Background: an optimization exercise with open tools, aiming at small area and a short achievable clock period. Do not read the settings as production practice.
The RTL was checked by simulation tests, not by an equivalence proof against the original design.

Setup of red:
==> flow/design.v <==
module mdrow #(parameter W = 32, parameter ARCH = 1)
  (
   input [W-1:0]  r,
   input [W-1:0]  x,
   input          ci,
   input          m,
   input          dv,
   output [W-1:0] ro,
   output         q);
   reg [W-1:0] g, t, c;
   reg         co;
   integer     l, i;
   always @(*) begin
      g = r & x;
      t = r | x;
      g[0] = g[0] | (t[0] & ci);
      if (ARCH == 0) begin
         for (i = 1; i < W; i = i + 1) begin
            g[i] = g[i] | (t[i] & g[i-1]);
         end
      end else if (ARCH == 1) begin
         for (l = 0; (1 << l) < W; l = l + 1)
           for (i = (2 << l) - 1; i < W; i = i + (2 << l)) begin
              g[i] = g[i] | (t[i] & g[i - (1 << l)]);
              t[i] = t[i] & t[i - (1 << l)];
           end
         for (l = 8; l >= 0; l = l - 1)
           if ((2 << l) < W)
             for (i = 3 * (1 << l) - 1; i < W; i = i + (2 << l)) begin
                g[i] = g[i] | (t[i] & g[i - (1 << l)]);
                t[i] = t[i] & t[i - (1 << l)];
             end
      end else if (ARCH == 2) begin
         for (l = 0; (1 << l) < W; l = l + 1)
           for (i = W - 1; i >= 0; i = i - 1)
             if ((i >> l) & 1) begin
                g[i] = g[i] | (t[i] & g[((i >> l) << l) - 1]);
                t[i] = t[i] & t[((i >> l) << l) - 1];
             end
      end else begin
         for (l = 0; (1 << l) < W; l = l + 1)
           for (i = W - 1; i >= (1 << l); i = i - 1) begin
              g[i] = g[i] | (t[i] & g[i - (1 << l)]);
              t[i] = t[i] & t[i - (1 << l)];
           end
      end
      c[0] = ci;
      for (i = 1; i < W; i = i + 1)
        c[i] = g[i-1];
      co = g[W-1];
   end
   wire sel = m & (co | ~dv);
   assign q  = co & m;
   assign ro = r ^ ({W{sel}} & (x ^ c));
endmodule
module dsp_alu
  (
   input             clk,
   input [2:0]       ctrl,
   input [31:0]      src_a, src_b,
   output [31:0]     result);
   localparam K1 = 21, K2 = 5;
   wire [31:0] a = src_a, b = src_b;
   wire op_and = ctrl == 3'd0;
   wire op_or  = ctrl == 3'd1;
   wire op_mul = ctrl == 3'd3;
   wire op_div = ctrl == 3'd4;
   wire op_sub = ctrl == 3'd6;
   wire op_slt = ctrl == 3'd7;
   wire op_add = ctrl == 3'd2 || ctrl == 3'd5;
   wire [31:0] x0 = op_mul ? a : op_add ? b : op_slt ? ~a : ~b;
   wire [31:0] r0 = (op_div | op_add | op_sub) ? a :
                    op_slt ? b : op_and ? (a & b) : op_or ? (a | b) : 32'd0;
   reg [31:0] m0;
   integer    k;
   always @(*) begin
      m0[0] = op_div | op_mul & b[0] | op_add | op_sub | op_slt;
      for (k = 1; k < 32; k = k + 1)
        m0[k] = op_div ? ~|(b >> (32 - k)) : op_mul & b[k];
   end
   wire [31:0] rv [0:32];
   wire [31:0] xv [0:32];
   wire [31:0] mq [0:32];
   wire        dv [0:32];
   wire        sb [0:32];
   wire        qs [0:32];
   assign rv[32] = r0;
   assign xv[32] = x0;
   assign mq[32] = m0;
   assign dv[32] = op_div;
   assign sb[32] = op_sub;
   assign qs[32] = op_div | op_slt;
   genvar j;
   generate
      for (j = 31; j >= 0; j = j - 1) begin : row
         wire [31:0] ri, xi, mi;
         wire        di, si, qi;
         if (j == K1 - 1 || j == K2 - 1) begin : cut
            reg [31:0] r_q, x_q, m_q;
            reg        d_q, s_q, qs_q;
            always @(posedge clk) begin
               r_q <= rv[j+1]; x_q <= xv[j+1]; m_q <= mq[j+1];
               d_q <= dv[j+1]; s_q <= sb[j+1]; qs_q <= qs[j+1];
            end
            assign ri = r_q; assign xi = x_q; assign mi = m_q;
            assign di = d_q; assign si = s_q; assign qi = qs_q;
         end else begin : nocut
            assign ri = rv[j+1]; assign xi = xv[j+1]; assign mi = mq[j+1];
            assign di = dv[j+1]; assign si = sb[j+1]; assign qi = qs[j+1];
         end
         wire [31-j:0] ro;
         wire          q;
         mdrow #(.W(32 - j)) u_row
           (.r(ri[31:j]), .x(xi[31-j:0]), .ci(di | (j == 0 ? si : 1'b0)),
            .m(mi[j]), .dv(di), .ro(ro), .q(q));
         if (j == 0) begin : lsb
            assign rv[j] = ro;
         end else begin : rest
            assign rv[j] = {ro, ri[j-1:0]};
         end
         assign mq[j] = (mi & ~(32'd1 << j)) | ({31'd0, q} << j);
         assign xv[j] = xi;
         assign dv[j] = di;
         assign sb[j] = si;
         assign qs[j] = qi;
      end
   endgenerate
   generate
      if (K2 == 0) begin : outreg
         reg [31:0] res_q;
         always @(posedge clk) res_q <= qs[0] ? mq[0] : rv[0];
         assign result = res_q;
      end else begin : outcomb
         assign result = qs[0] ? mq[0] : rv[0];
      end
   endgenerate
endmodule
export LEC_CHECK = 0
export ABC_AREA = 1
export CAP_MARGIN = 20
export CORE_MARGIN = 2
export CORE_UTILIZATION = 40
export CTS_CLUSTER_DIAMETER = 60
export CTS_CLUSTER_SIZE = 12
export SLEW_MARGIN = 20
export SYNTH_HIERARCHICAL = 1
create_clock -name core_clock -period 70.0 [get_ports {clk}]
run.sh (not shown) runs the stock make flow with config.mk's settings and CLKGATE_MAP_FILE= SYNTH_SCRIPT=/design/flow/synth_recipe.tcl, a recipe that flattens the netlist after the stock synthesis.
> inputs changed (red -> purple)
diff --git a/flow/design.v b/flow/design.v
--- a/flow/design.v
+++ b/flow/design.v
@@ -1,3 +1,3 @@
-module mdrow #(parameter W = 32, parameter ARCH = 1)
+module mdrow #(parameter W = 32, parameter LAST = 0)
   (
    input [W-1:0]  r,
@@ -15,34 +15,15 @@
       t = r | x;
       g[0] = g[0] | (t[0] & ci);
-      if (ARCH == 0) begin
-         for (i = 1; i < W; i = i + 1) begin
-            g[i] = g[i] | (t[i] & g[i-1]);
-         end
-      end else if (ARCH == 1) begin
-         for (l = 0; (1 << l) < W; l = l + 1)
-           for (i = (2 << l) - 1; i < W; i = i + (2 << l)) begin
-              g[i] = g[i] | (t[i] & g[i - (1 << l)]);
-              t[i] = t[i] & t[i - (1 << l)];
-           end
-         for (l = 8; l >= 0; l = l - 1)
-           if ((2 << l) < W)
-             for (i = 3 * (1 << l) - 1; i < W; i = i + (2 << l)) begin
-                g[i] = g[i] | (t[i] & g[i - (1 << l)]);
-                t[i] = t[i] & t[i - (1 << l)];
-             end
-      end else if (ARCH == 2) begin
-         for (l = 0; (1 << l) < W; l = l + 1)
-           for (i = W - 1; i >= 0; i = i - 1)
-             if ((i >> l) & 1) begin
-                g[i] = g[i] | (t[i] & g[((i >> l) << l) - 1]);
-                t[i] = t[i] & t[((i >> l) << l) - 1];
-             end
-      end else begin
-         for (l = 0; (1 << l) < W; l = l + 1)
-           for (i = W - 1; i >= (1 << l); i = i - 1) begin
-              g[i] = g[i] | (t[i] & g[i - (1 << l)]);
-              t[i] = t[i] & t[i - (1 << l)];
-           end
-      end
+      for (l = 0; (1 << l) < W; l = l + 1)
+        for (i = (2 << l) - 1; i < W; i = i + (2 << l)) begin
+           g[i] = g[i] | (t[i] & g[i - (1 << l)]);
+           t[i] = t[i] & t[i - (1 << l)];
+        end
+      for (l = 8; l >= 0; l = l - 1)
+        if ((2 << l) < W)
+          for (i = 3 * (1 << l) - 1; i < W; i = i + (2 << l)) begin
+             g[i] = g[i] | (t[i] & g[i - (1 << l)]);
+             t[i] = t[i] & t[i - (1 << l)];
+          end
       c[0] = ci;
       for (i = 1; i < W; i = i + 1)
@@ -50,5 +31,5 @@
       co = g[W-1];
    end
-   wire sel = m & (co | ~dv);
+   wire sel = LAST ? m : m & (co | ~dv);
    assign q  = co & m;
    assign ro = r ^ ({W{sel}} & (x ^ c));
@@ -60,5 +41,5 @@
    input [31:0]      src_a, src_b,
    output [31:0]     result);
-   localparam K1 = 21, K2 = 5;
+   localparam K1 = 20, K2 = 5;
    wire [31:0] a = src_a, b = src_b;
    wire op_and = ctrl == 3'd0;
@@ -111,5 +92,5 @@
          wire [31-j:0] ro;
          wire          q;
-         mdrow #(.W(32 - j)) u_row
+         mdrow #(.W(32 - j), .LAST(j == 0)) u_row
            (.r(ri[31:j]), .x(xi[31-j:0]), .ci(di | (j == 0 ? si : 1'b0)),
             .m(mi[j]), .dv(di), .ro(ro), .q(q));
==> notes.md <==
purple vs. red: met3 usage was more or less identical; count of buffering cells on the critical path with inverters included down 2; post-route cell area now smaller.
The count of cell types in the netlist of purple falls short of that of red by 3.
Number of global-route vias before repair, red and purple, higher one = red.
Between purple and red, the worst hold slack figures differ only marginally.
Diff red -> purple: top achievable clock speed now sits higher; routed wire length now sits lower.

==> what the ideal ports hide <==
Ports are ideal in the flow. The routed layouts listed here were re-timed in OpenROAD.
Step 1, drivers: a clkbuf_16 drives clk and a buf_2 each remaining input, both assumed.
Step 2, shift: input delay + t, output delay - t, t = (earliest + latest rising clock arrival at the registers) / 2. This alone moves slack from input paths to output paths.
a / b / c = ideal / step 1 / step 2; a / b = the first two.
| run | t (ns) | setup slack, ns | hold WS [ns] | worst setup path at the end | worst data-port slew with drivers (ns) |
|---|---|---|---|---|---|
| red | 0.548 | 41.877 / 41.811 / 42.197 | 0.329 / 0.329 / 0.329 | register to register | 0.10 |
| purple | 0.526 | 42.535 / 42.548 / 42.022 | 0.326 / 0.326 / 0.326 | input to register | 0.05 |
After both steps every run listed still meets setup and hold. The setup slack of purple, which loses most, moves by +0.013 ns with the drivers and by -0.513 ns with both steps.
